What follows belongs to an exercise in optimizing a design on an open flow for small area; a production flow would make more cautious choices.
The RTL was checked by simulation tests, not by an equivalence proof against the original design.
Power figures rest on the tool's default switching activity, not on a simulated workload.

== job 3682 ==
==> flow/design.v (excerpt) <==
module pipeline(
    input clk,
    input rst,
    input [22:0] a,
    input [7:0] p,
    input [22:0] b,
    input [7:0] q,
    input m,
    output reg [7:0] final_exponent,
    output reg [22:0] normal_mantissa_sum
);
clock: 4.0 ns
lec_check: 0
cap_margin: 20
core_margin: 2
core_utilization: 40
gpl_timing_driven: 0
slew_margin: 20
standard.sh (not shown) runs the stock make flow with config.mk's settings and CLKGATE_MAP_FILE= SYNTH_SCRIPT=/design/flow/synth_recipe.tcl, a recipe that flattens the netlist after the stock synthesis.
==> flow/flow/run.sh <==
#!/bin/bash
set -euo pipefail
bash standard.sh \
  "BUFFER_PORTS_ARGS=-buffer_cell sky130_fd_sc_hd__buf_1" \
  "CTS_ARGS=-sink_clustering_enable -repair_clock_nets -sink_clustering_size 32 -sink_clustering_max_diameter 150 -buf_list sky130_fd_sc_hd__clkbuf_16 -dont_use_dummy_load" \
  finish > standard_flow.log 2>&1
Job 3682 went all the way through the flow, and no timing, DRC or antenna check failed.
The inputs of job 7841 differ from those of job 3682 as listed below.
Settings: a change of CORE_UTILIZATION from 40 to 55.
==> flow/flow/run.sh <==
#!/bin/bash
set -euo pipefail
bash standard.sh \
  "BUFFER_PORTS_ARGS=-buffer_cell sky130_fd_sc_hd__buf_1" \
  "CTS_ARGS=-sink_clustering_enable -repair_clock_nets -sink_clustering_size 33 -sink_clustering_max_diameter 200 -buf_list sky130_fd_sc_hd__clkbuf_16 -dont_use_dummy_load" \
  "REMOVE_ABC_BUFFERS=1" \
  finish > standard_flow.log 2>&1
[summary]
Post-route antenna net violation count across job 7841 and job 3682: no real change. In the reports for job 7841 and job 3682, the larger met3 routing resource usage after global routing belongs to job 7841. Clock distribution area overhead in the final layout (job 7841 over job 3682): decrease, 0.17 points.
The following lists how job 2022 was set up differently from job 7841:
Settings: CORE_UTILIZATION changed from 55 to 40; GPL_TIMING_DRIVEN changed from 0 to 1.
==> flow/flow/run.sh <==
#!/bin/bash
set -euo pipefail
bash standard.sh \
  "BUFFER_PORTS_ARGS=-buffer_cell sky130_fd_sc_hd__buf_1" \
  "CTS_ARGS=-sink_clustering_enable -repair_clock_nets -sink_clustering_size 32 -sink_clustering_max_diameter 150 -buf_list sky130_fd_sc_hd__clkbuf_16 -dont_use_dummy_load" \
  finish > standard_flow.log 2>&1
### Flow results
- Relative to job 7841, clock share of power has gone up in job 2022.
- Job 2022: via count is 132 lower than what job 7841 reported.
- | cell-internal power | job 2022 vs job 7841 | 50 uW higher |
- Compared with job 7841, job 2022 shows a lower worst hold slack.
- Of job 7841 and job 2022, the higher post-route minimum period belongs to job 7841.
--- input diff job 2022..job 8246 ---
Settings: GPL_TIMING_DRIVEN changed from 1 to 0.
==> flow/flow/run.sh <==
#!/bin/bash
set -euo pipefail
bash standard.sh \
  "BUFFER_PORTS_ARGS=-buffer_cell sky130_fd_sc_hd__buf_1" \
  "CTS_ARGS=-sink_clustering_enable -repair_clock_nets -sink_clustering_size 32 -sink_clustering_max_diameter 150 -buf_list sky130_fd_sc_hd__clkbuf_16 -dont_use_dummy_load" \
  "REMOVE_ABC_BUFFERS=1" \
  finish > standard_flow.log 2>&1
Findings:
Worst hold margin: job 8246 vs job 2022, no meaningful difference. | portion of total power attributed to the clock network | lower: job 2022 |. In the reports for job 2022 and job 8246, the larger design area belongs to job 2022.

* * *

The RTL this note starts from:
==> flow/design.v <==
module pipeline(
    input clk,
    input rst,
    input [22:0] a,
    input [7:0] p,
    input [22:0] b,
    input [7:0] q,
    input m,
    output reg [7:0] final_exponent,
    output reg [22:0] normal_mantissa_sum
);
    genvar i;
    wire [22:0] orp;
    assign orp[0] = 1'b0;
    generate
        for (i = 1; i < 23; i = i + 1) begin : g_orp
            assign orp[i] = orp[i-1] | b[i-1];
        end
    endgenerate
    wire [22:0] bn = b ^ ({23{m}} & orp);
    wire [7:0] eh = ~(p ^ q);
    wire [7:0] eg = p & ~q;
    wire [8:0] c0;
    assign c0[0] = 1'b0;
    generate
        for (i = 0; i < 8; i = i + 1) begin : g_exc
            assign c0[i+1] = eg[i] | (eh[i] & c0[i]);
        end
    endgenerate
    wire       g  = c0[8];                        
    wire [7:0] t0 = eh ^ c0[7:0];
    wire [7:0] ta;                                
    assign ta[0] = 1'b1;
    generate
        for (i = 1; i < 8; i = i + 1) begin : g_inc
            assign ta[i] = ta[i-1] & t0[i-1];
        end
    endgenerate
    wire [7:0] d  = ~(t0 ^ ({8{g}} & ~ta));       
    wire       dz = |d[7:5];                      
    wire [4:0] ds = {d[4:3] | {2{dz}}, d[2:0]};   
    wire [7:0] e  = g ? p : q;
    reg [7:0]  e0;
    reg [22:0] a0;
    reg [22:0] b0;
    reg        g0, g0n;
    reg [4:0]  d0, d0n;
    always @(posedge clk) begin
        e0  <= e;
        a0  <= a;
        b0  <= bn;
        g0  <= g;
        g0n <= ~g;
        d0  <= ds;
        d0n <= ~ds;
    end
    wire [22:0] m1d = ~((a0 | {23{g0n}}) & (b0 | {23{g0}}));
    wire [23:0] v0  = {1'b0, ~((b0 | {23{g0n}}) & (a0 | {23{g0}}))};
    wire [23:0] v1 = {~(v0[23] | d0[0]),
                      ~((v0[22:0] | {23{d0[0]}}) & (v0[23:1] | {23{d0n[0]}}))};
    wire [23:0] v2 = {~(v1[23:22] & {2{d0n[1]}}),
                      ~((v1[21:0] | {22{d0[1]}}) & (v1[23:2] | {22{d0n[1]}}))};
    wire [23:0] v4 = {~(v2[23:20] | {4{d0[2]}}),
                      ~((v2[19:0] | {20{d0[2]}}) & (v2[23:4] | {20{d0n[2]}}))};
    wire [23:0] v8 = {~(v4[23:16] & {8{d0n[3]}}),
                      ~((v4[15:0] | {16{d0[3]}}) & (v4[23:8] | {16{d0n[3]}}))};
    wire [23:0] sh = {~(v8[23:8] | {16{d0[4]}}),
                      ~((v8[7:0] | {8{d0[4]}}) & (v8[23:16] | {8{d0n[4]}}))};
    reg [7:0]  e1;
    reg [22:0] m1n;
    reg [23:0] s1;
    always @(posedge clk) begin
        e1  <= e0;
        m1n <= m1d;
        s1  <= sh;
    end
    reg r1, r2, r3, r4;
    always @(posedge clk) begin
        r1 <= rst;
        r2 <= r1;
        r3 <= r2;
        r4 <= r3;
    end
    wire [23:0] tsum;
    wire tco;
    bk_add24 add(.x({1'b0, m1n}), .y(s1 ^ {24{~m}}), .ci(~m), .s(tsum), .co(tco));
    wire [23:0] sum = ~tsum;
    wire co_m = ~(m ^ tco);                       
    wire c2n = (rst | r1) ? 1'b0 : (r2 ? ~m : co_m);
    reg        c2;
    reg [23:0] r2v;
    reg [7:0]  e2;
    always @(posedge clk) begin
        c2  <= c2n;
        r2v <= sum;
        e2  <= e1;
    end
    wire z16 = ~|r2v[23:8];
    wire k16 = ~c2 & z16;
    wire [23:0] t16 = k16 ? {r2v[7:0], 16'd0} : r2v;
    wire z8 = ~|t16[23:16];
    wire k8 = ~c2 & z8;
    wire [23:0] t8 = k8 ? {t16[15:0], 8'd0} : t16;
    wire z4 = ~|t8[23:20];
    wire k4 = ~c2 & z4;
    wire [1:0] t4h = k4 ? t8[19:18] : t8[23:22];   
    wire t4l = k4 ? t8[17] : t8[21];
    wire z2 = ~|t4h;
    wire k2 = ~c2 & z2;
    wire t2h = k2 ? t4l : t4h[1];                  
    wire k1 = c2 | ~t2h;
    wire zz = k16 & k8;                           
    wire [4:0] n = {k16, k8, k4 & ~zz, k2 & ~zz, k1 & ~zz};
    wire z2r = r1 | r2 | r3;
    reg [7:0]  e3n;                               
    reg [4:0]  n3;
    reg [2:0]  n3n;                               
    reg [23:0] t3;                                
    always @(posedge clk) begin
        e3n <= z2r ? 8'hff : ~e2;
        n3  <= (z2r & ~c2) ? 5'd24 : n;
        n3n <= ~n[2:0];
        t3  <= t8;
    end
    wire [7:0] fy = {3'd0, n3} ^ {8{c2}};
    wire [8:0] fc;
    assign fc[0] = c2;
    generate
        for (i = 0; i < 8; i = i + 1) begin : g_fe
            assign fc[i+1] = (e3n[i] & fy[i]) | ((e3n[i] ^ fy[i]) & fc[i]);
        end
    endgenerate
    wire [7:0] fen = e3n ^ fy ^ fc[7:0];           
    wire [22:0] u4 = ~((t3[22:0] | {23{n3[2]}}) & ({t3[18:0], 4'h0} | {23{n3n[2]}}));   
    wire [22:0] u2 = ~((u4 | {23{n3[1]}}) & ({u4[20:0], 2'b11} | {23{n3n[1]}}));        
    wire [22:0] u1 = ~((u2 | {23{n3[0]}}) & ({u2[21:0], 1'b0} | {23{n3n[0]}}));         
    always @(posedge clk) begin
        final_exponent <= ~(fen | {8{rst | r1}});
        normal_mantissa_sum <= ~(u1 | {23{rst | r1 | r2 | r3 | r4}});
    end
endmodule
module bk_add24(input [23:0] x, input [23:0] y, input ci, output [23:0] s, output co);
    wire [23:0] hp = x ^ y;
    wire [23:0] hg = x & y;
    wire g_1 = hg[0] | (hp[0] & ci);
    wire g_2 = hg[2] | (hp[2] & hg[1]);
    wire p_2 = hp[2] & hp[1];
    wire g_3 = hg[4] | (hp[4] & hg[3]);
    wire p_3 = hp[4] & hp[3];
    wire g_4 = hg[6] | (hp[6] & hg[5]);
    wire p_4 = hp[6] & hp[5];
    wire g_5 = hg[8] | (hp[8] & hg[7]);
    wire p_5 = hp[8] & hp[7];
    wire g_6 = hg[10] | (hp[10] & hg[9]);
    wire p_6 = hp[10] & hp[9];
    wire g_7 = hg[12] | (hp[12] & hg[11]);
    wire p_7 = hp[12] & hp[11];
    wire g_8 = hg[14] | (hp[14] & hg[13]);
    wire p_8 = hp[14] & hp[13];
    wire g_9 = hg[16] | (hp[16] & hg[15]);
    wire p_9 = hp[16] & hp[15];
    wire g_10 = hg[18] | (hp[18] & hg[17]);
    wire p_10 = hp[18] & hp[17];
    wire g_11 = hg[20] | (hp[20] & hg[19]);
    wire p_11 = hp[20] & hp[19];
    wire g_12 = hg[22] | (hp[22] & hg[21]);
    wire p_12 = hp[22] & hp[21];
    wire g_13 = g_2 | (p_2 & g_1);
    wire g_14 = g_4 | (p_4 & g_3);
    wire p_14 = p_4 & p_3;
    wire g_15 = g_6 | (p_6 & g_5);
    wire p_15 = p_6 & p_5;
    wire g_16 = g_8 | (p_8 & g_7);
    wire p_16 = p_8 & p_7;
    wire g_17 = g_10 | (p_10 & g_9);
    wire p_17 = p_10 & p_9;
    wire g_18 = g_12 | (p_12 & g_11);
    wire p_18 = p_12 & p_11;
    wire g_19 = g_14 | (p_14 & g_13);
    wire g_20 = g_16 | (p_16 & g_15);
    wire p_20 = p_16 & p_15;
    wire g_21 = g_18 | (p_18 & g_17);
    wire p_21 = p_18 & p_17;
    wire g_22 = g_20 | (p_20 & g_19);
    wire g_23 = g_21 | (p_21 & g_22);
    wire g_24 = g_15 | (p_15 & g_19);
    wire g_25 = g_17 | (p_17 & g_22);
    wire g_26 = g_3 | (p_3 & g_13);
    wire g_27 = g_5 | (p_5 & g_19);
    wire g_28 = g_7 | (p_7 & g_24);
    wire g_29 = g_9 | (p_9 & g_22);
    wire g_30 = g_11 | (p_11 & g_25);
    wire g_31 = hg[1] | (hp[1] & g_1);
    wire g_32 = hg[3] | (hp[3] & g_13);
    wire g_33 = hg[5] | (hp[5] & g_26);
    wire g_34 = hg[7] | (hp[7] & g_19);
    wire g_35 = hg[9] | (hp[9] & g_27);
    wire g_36 = hg[11] | (hp[11] & g_24);
    wire g_37 = hg[13] | (hp[13] & g_28);
    wire g_38 = hg[15] | (hp[15] & g_22);
    wire g_39 = hg[17] | (hp[17] & g_29);
    wire g_40 = hg[19] | (hp[19] & g_25);
    wire g_41 = hg[21] | (hp[21] & g_30);
    wire g_42 = hg[23] | (hp[23] & g_23);
    assign s[0] = hp[0] ^ ci;
    assign s[1] = hp[1] ^ g_1;
    assign s[2] = hp[2] ^ g_31;
    assign s[3] = hp[3] ^ g_13;
    assign s[4] = hp[4] ^ g_32;
    assign s[5] = hp[5] ^ g_26;
    assign s[6] = hp[6] ^ g_33;
    assign s[7] = hp[7] ^ g_19;
    assign s[8] = hp[8] ^ g_34;
    assign s[9] = hp[9] ^ g_27;
    assign s[10] = hp[10] ^ g_35;
    assign s[11] = hp[11] ^ g_24;
    assign s[12] = hp[12] ^ g_36;
    assign s[13] = hp[13] ^ g_28;
    assign s[14] = hp[14] ^ g_37;
    assign s[15] = hp[15] ^ g_22;
    assign s[16] = hp[16] ^ g_38;
    assign s[17] = hp[17] ^ g_29;
    assign s[18] = hp[18] ^ g_39;
    assign s[19] = hp[19] ^ g_25;
    assign s[20] = hp[20] ^ g_40;
    assign s[21] = hp[21] ^ g_30;
    assign s[22] = hp[22] ^ g_41;
    assign s[23] = hp[23] ^ g_23;
    assign co = g_42;
endmodule
==> flow/config.mk <==
export PLATFORM = sky130hd
export DESIGN_NAME = pipeline
export DESIGN_NICKNAME = pipeline
export VERILOG_FILES = /design/flow/design.v
export SDC_FILE = /design/flow/constraint.sdc
export NUM_CORES = 4
export LEC_CHECK = 0
export CAP_MARGIN = 20
export CORE_MARGIN = 2
export CORE_UTILIZATION = 40
export GPL_TIMING_DRIVEN = 0
export SLEW_MARGIN = 20
==> flow/constraint.sdc <==
create_clock -name core_clock -period 4.0 [get_ports {clk}]
set_input_delay 0.8000 -clock core_clock [delete_from_list [all_inputs] [get_ports {clk}]]
set_output_delay 0.8000 -clock core_clock [all_outputs]
set_load 0.01 [all_outputs]
==> flow/flow/run.sh <==
#!/bin/bash
set -euo pipefail
bash standard.sh \
  "BUFFER_PORTS_ARGS=-buffer_cell sky130_fd_sc_hd__buf_1" \
  "CTS_ARGS=-sink_clustering_enable -repair_clock_nets -sink_clustering_size 35 -sink_clustering_max_diameter 90 -buf_list sky130_fd_sc_hd__clkbuf_16 -dont_use_dummy_load" \
  finish > standard_flow.log 2>&1
The baseline ran to the end with no violations.
Next try:
--- a/flow/flow/run.sh
+++ b/flow/flow/run.sh
@@ -2,3 +2,7 @@
 set -euo pipefail
+rm -rf scripts_abc
+cp -r "$FLOW_HOME/scripts" scripts_abc
+cp flow/abc_area_nf.script scripts_abc/abc_speed.script
 bash standard.sh \
+  "SCRIPTS_DIR=$PWD/scripts_abc" \
   "BUFFER_PORTS_ARGS=-buffer_cell sky130_fd_sc_hd__buf_1" \
==> flow/flow/abc_area_nf.script (new file) <==
&get -n
&st
&dch
&nf -R 1000 -p -F 8 -C 32
&st
&syn2
&if -g -K 6
&synch2
&nf -R 1000 -p -F 8 -C 32
&st
&syn2
&if -g -K 6
&synch2
&nf -R 1000 -p -F 8 -C 32
&put
buffer -c
topo
stime -c
upsize -c
dnsize -c
Global-route usage falls by 0.89 points.
Sequential cell count is unchanged.
First-iteration DRC count drops by a few percent.
Cell area climbs slightly.
Next try:
==> flow/flow/run.sh (replaced) <==
#!/bin/bash
set -euo pipefail
bash standard.sh \
  "BUFFER_PORTS_ARGS=-buffer_cell sky130_fd_sc_hd__buf_1" \
  "CTS_ARGS=-sink_clustering_enable -repair_clock_nets -sink_clustering_size 32 -sink_clustering_max_diameter 150 -buf_list sky130_fd_sc_hd__clkbuf_16 -dont_use_dummy_load" \
  finish > standard_flow.log 2>&1
removed: flow/flow/abc_area_nf.script
What happened:
- The new run finished clean
- cell area goes down by about 1.6%
- clock power goes up by about 4%
- sequential share of layout area goes up by 0.72 points
- setup slack gets better by 0.14 ns
- routed wire length goes up by 4.1%
Next try:
==> flow/flow/run.sh (replaced) <==
#!/bin/bash
set -euo pipefail
bash standard.sh \
  "BUFFER_PORTS_ARGS=-buffer_cell sky130_fd_sc_hd__buf_1" \
  "CTS_ARGS=-sink_clustering_enable -repair_clock_nets -sink_clustering_size 32 -sink_clustering_max_diameter 150 -buf_list {sky130_fd_sc_hd__clkbuf_8 sky130_fd_sc_hd__clkbuf_16} -dont_use_dummy_load" \
  finish > standard_flow.log 2>&1
=> The new run completed without violations; non-clock buffer count does not change; hold slack is unchanged; total power is unchanged; utilization is unchanged; die area does not change; clock skew is unchanged; count of clock-buffer cells in the layout stays the same; fmax stays the same; area after synthesis stays the same; final area stays the same.

## afterwards: timing with drivers on the ports
The flow's constraints put no driver on any port. The routed layouts listed below were extracted and timed again, unchanged, in two steps. Step 1 assumes that a clkbuf_16 drives the clock port and a buf_2 every other input. Step 2 moves the port delays by t, midway between the first and last clock arrival at a register: inputs arrive t later, outputs are due t later. That takes back most of the time a late clock gives input paths. a / b / c = ideal / step 1 / step 2; a / b = the first two.
| run | t (ns) | setup WS [ns] | worst data-port slew with drivers (ns) |
|---|---|---|---|
| job 3682 | 0.484 | 0.218 / 0.234 / -0.250 | 0.03 |
| job 7841 | 0.497 | 0.124 / 0.143 / -0.355 | 0.04 |
| job 2022 | 0.476 | 0.310 / 0.331 / -0.145 | 0.04 |
| job 8246 | 0.481 | 0.127 / 0.137 / -0.344 | 0.04 |
| the first run of note 2 | 0.507 | 0.126 / 0.151 / -0.356 | 0.05 |
| the second run of note 2 | 0.485 | 0.025 / 0.039 / -0.445 | 0.06 |
| the third run of note 2 | 0.493 | 0.163 / 0.192 / -0.301 | 0.05 |
| the fourth run of note 2 | 0.493 | 0.163 / 0.192 / -0.301 | 0.05 |
With both steps, setup timing fails in every run listed, where it was met with ideal ports. The setup slack of the first run of note 2, which loses most, moves by +0.025 ns with the drivers and by -0.482 ns with both steps.
